From an optimization exercise on the open Yosys and OpenROAD flow, aimed at small area and a short achievable clock period; shortcuts taken in it are not production practice.
Where RTL was checked, it was by simulation tests only, not by an equivalence proof against the original.
The clock port is modelled as an ideal driver; clocking choices that lean on that would not hold on a real chip.
Power and IR drop assume default switching activity.

==> flow/design.v (excerpt) <==
module basic_pe_array_ws (clk, reset, a_vec, b_vec, c_vec);
Size: roughly 17000 cells after synthesis, about 1700 I/O pins, roughly 160000 µm² of cells after synthesis.
==> flow/config.mk <==
export PLATFORM = sky130hd
export DESIGN_NAME = basic_pe_array_ws
export DESIGN_NICKNAME = basic_pe_array_ws
export VERILOG_FILES = /design/flow/design.v
export SDC_FILE = /design/flow/constraint.sdc
export NUM_CORES = 4
export LEC_CHECK = 0
export CAP_MARGIN = 20
export CORE_MARGIN = 2
export CORE_UTILIZATION = 60
export SLEW_MARGIN = 20
export SYNTH_HIERARCHICAL = 1
export SYNTH_MINIMUM_KEEP_SIZE = 0
==> flow/constraint.sdc <==
create_clock -name core_clock -period 9.0 [get_ports {clk}]
set_input_delay 1.8000 -clock core_clock [delete_from_list [all_inputs] [get_ports {clk}]]
set_output_delay 1.8000 -clock core_clock [all_outputs]
set_load 0.01 [all_outputs]
standard.sh (not shown) runs the stock make flow with config.mk's settings and CLKGATE_MAP_FILE= SYNTH_SCRIPT=/design/flow/synth_recipe.tcl, a recipe that flattens the netlist after the stock synthesis.
==> flow/flow/run.sh <==
#!/bin/bash
set -euo pipefail
export REMOVE_ABC_BUFFERS=1
export BUFFER_PORTS_ARGS="-buffer_cell sky130_fd_sc_hd__buf_1"
SETUP_SLACK_MARGIN=4.5 bash standard.sh cts > flow_cts.log 2>&1
SETUP_SLACK_MARGIN=-2 bash standard.sh > flow_rest.log 2>&1
The first run completed with no timing, DRC or antenna violations.
Edit:
Settings changed: CORE_UTILIZATION 60 to 70.
Result: Design area hardly moves; worst setup slack is better by 58 ps; total power rose by 0.65%; sequential power hardly moves; routed wire length rose by 1.5%; die area went down by 14%; register-to-register slack improved by 40 ps; hold slack improved by 13 ps; synthesized area does not change.


job 4836:
Another version of the RTL of basic_pe_array_ws (not shown whole).
Size in the first run: ~17000 cells after synthesis, roughly 1700 I/O pins, roughly 160000 um2 of cells after synthesis.
export LEC_CHECK = 0
export CAP_MARGIN = 20
export CORE_MARGIN = 2
export CORE_UTILIZATION = 60
export SLEW_MARGIN = 20
export SYNTH_HIERARCHICAL = 1
export SYNTH_MINIMUM_KEEP_SIZE = 0
create_clock -name core_clock -period 9.0 [get_ports {clk}]
==> flow/flow/run.sh <==
#!/bin/bash
set -euo pipefail
export REMOVE_ABC_BUFFERS=1
export BUFFER_PORTS_ARGS="-buffer_cell sky130_fd_sc_hd__buf_1"
SETUP_SLACK_MARGIN=4.7 bash standard.sh cts > flow_cts.log 2>&1
SETUP_SLACK_MARGIN=4.3 bash standard.sh > flow_rest.log 2>&1
The following lists how job 3578 was set up differently from job 4836:
--- a/flow/flow/run.sh
+++ b/flow/flow/run.sh
@@ -5 +5 @@
-SETUP_SLACK_MARGIN=4.7 bash standard.sh cts > flow_cts.log 2>&1
+SETUP_SLACK_MARGIN=4.5 bash standard.sh cts > flow_cts.log 2>&1
Results
- Per the comparison of job 3578 with job 4836, static leakage -3.3 nW; final worst-path cycle share -0.24 points; achievable clock frequency +about 0.5%.
- Global-route usage delta for job 3578 relative to job 4836: 0.80 points lower
- Met2 demand-to-capacity share in global routing: job 3578 vs job 4836 down 1.4 points
- Looking at met1 track demand over resource in global routing, job 3578 sits 0.31 points lower than job 4836 does.
- Job 3578 vs. job 4836: fraction of power consumed by the clock network picked up an extra 1.0 points; clock network contribution to total cell area neither gained nor lost much.
- Looking at job 3578 and job 4836, the met3 routed wirelength is a wash.
Relative to job 3578, the following input files were edited for job 1947:
--- a/flow/flow/run.sh
+++ b/flow/flow/run.sh
@@ -6 +6 @@
-SETUP_SLACK_MARGIN=4.3 bash standard.sh > flow_rest.log 2>&1
+SETUP_SLACK_MARGIN=4.1 bash standard.sh > flow_rest.log 2>&1
Findings:
- Multi-input logic portion of the cell area across job 3578 and job 1947: no real change.
- From job 3578 to job 1947 the numbers moved as follows: average vias per placed instance was more or less identical, number of DRC markers after the initial detailed-route iteration down 74, cell-internal power moved down, minimum setup slack in the final design lower.
- The delay contributed by the slowest stage of the critical path of job 1947 is lower than that of job 3578.
- As far as total number of nets in the final design is concerned, job 1947 and job 3578 perform about the same.
Setup changes, job 1947 to job 8219
==> flow/flow/run.sh <==
#!/bin/bash
set -euo pipefail
export REMOVE_ABC_BUFFERS=1
export BUFFER_PORTS_ARGS="-buffer_cell sky130_fd_sc_hd__buf_1"
SETUP_SLACK_MARGIN=4.3 bash standard.sh cts > flow_cts.log 2>&1
SETUP_SLACK_MARGIN=4.3 bash standard.sh > flow_rest.log 2>&1
## What came out
- No run among job 8219 and job 1947 stopped early or left any final violation; all are clean.
- Job 8219 ends up with a power that is 1.5% higher than in job 1947.
- Job 8219 against job 1947: area growth from synthesis to layout picked up an extra 1.2 points; core utilization has increased.
- Between job 1947 and job 8219, final setup slack of the worst path increased.
- Job 1947 → job 8219: non-clock buffer count decreased by about 0.5% relative to the old numbers, remaining max-slew budget at the tightest pin decreased by 1.3 points relative to the old numbers.
- Critical path startpoint = b_vec[5]: job 1947; critical path startpoint = b_vec[221]: job 8219
Function was not checked in any run of this note: the RTL went through the layout flow alone.


RTL: one of the versions met above, not the one the previous note started from.
For scale: about 0.16 mm2 of cells after synthesis.
export LEC_CHECK = 0
export CAP_MARGIN = 20
export CORE_MARGIN = 2
export CORE_UTILIZATION = 60
export SLEW_MARGIN = 20
export SYNTH_HIERARCHICAL = 1
export SYNTH_MINIMUM_KEEP_SIZE = 0
create_clock -name core_clock -period 9.0 [get_ports {clk}]
==> flow/flow/run.sh <==
#!/bin/bash
set -euo pipefail
export REMOVE_ABC_BUFFERS=1
export BUFFER_PORTS_ARGS="-buffer_cell sky130_fd_sc_hd__buf_1"
SETUP_SLACK_MARGIN=4.5 bash standard.sh cts > flow_cts.log 2>&1
SETUP_SLACK_MARGIN=4.5 bash standard.sh > flow_rest.log 2>&1
Change:
--- a/flow/flow/run.sh
+++ b/flow/flow/run.sh
@@ -6 +6 @@
-SETUP_SLACK_MARGIN=4.5 bash standard.sh > flow_rest.log 2>&1
+SETUP_SLACK_MARGIN=4.3 bash standard.sh > flow_rest.log 2>&1
Settings changed: CORE_UTILIZATION 60 to 70.
What happened:
- hold slack improves by 0.013 ns
- wire length barely changes
- setup slack loses 0.082 ns
- global-route usage rises by 7.0 points

-- afterwards: timing with drivers on the ports --
No port has a modelled driver above. Below, the same layouts with a new extraction and two added sets of constraints. Step 1 sets driving cells, clkbuf_16 on the clock port and buf_2 on the other inputs (assumed; they add their load-dependent delay and slew). Step 2 moves the port delays by t, midway between the first and last clock arrival at a register: inputs arrive t later, outputs are due t later. That takes back most of the time a late clock gives input paths. Slacks: ideal ports / drivers / drivers and shift; pairs: ideal ports / drivers.
run | t (ns) | setup slack, ns | clock arrival spread, ns | worst data-port slew with drivers (ns)
the first run of note 1 | 0.992 | 4.257 / 4.230 / 3.238 | 0.053 / 0.053 | 0.30
the second run of note 1 | 0.967 | 4.315 / 4.241 / 3.274 | 0.051 / 0.050 | 0.32
job 4836 | 0.995 | 4.359 / 4.372 / 3.377 | 0.031 / 0.032 | 0.37
job 3578 | 0.996 | 4.380 / 4.244 / 3.248 | 0.035 / 0.035 | 0.33
job 1947 | 0.998 | 4.316 / 4.248 / 3.250 | 0.036 / 0.036 | 0.34
job 8219 | 0.990 | 4.320 / 4.165 / 3.174 | 0.029 / 0.029 | 0.35
the first run of note 3 | 0.989 | 4.360 / 4.358 / 3.369 | 0.053 / 0.052 | 0.31
the second run of note 3 | 0.972 | 4.277 / 4.197 / 3.225 | 0.051 / 0.050 | 0.32
After both steps setup and hold are still met in every run listed. The setup slack of job 8219, which loses most, moves by -0.155 ns with the drivers and by -1.146 ns with both steps.
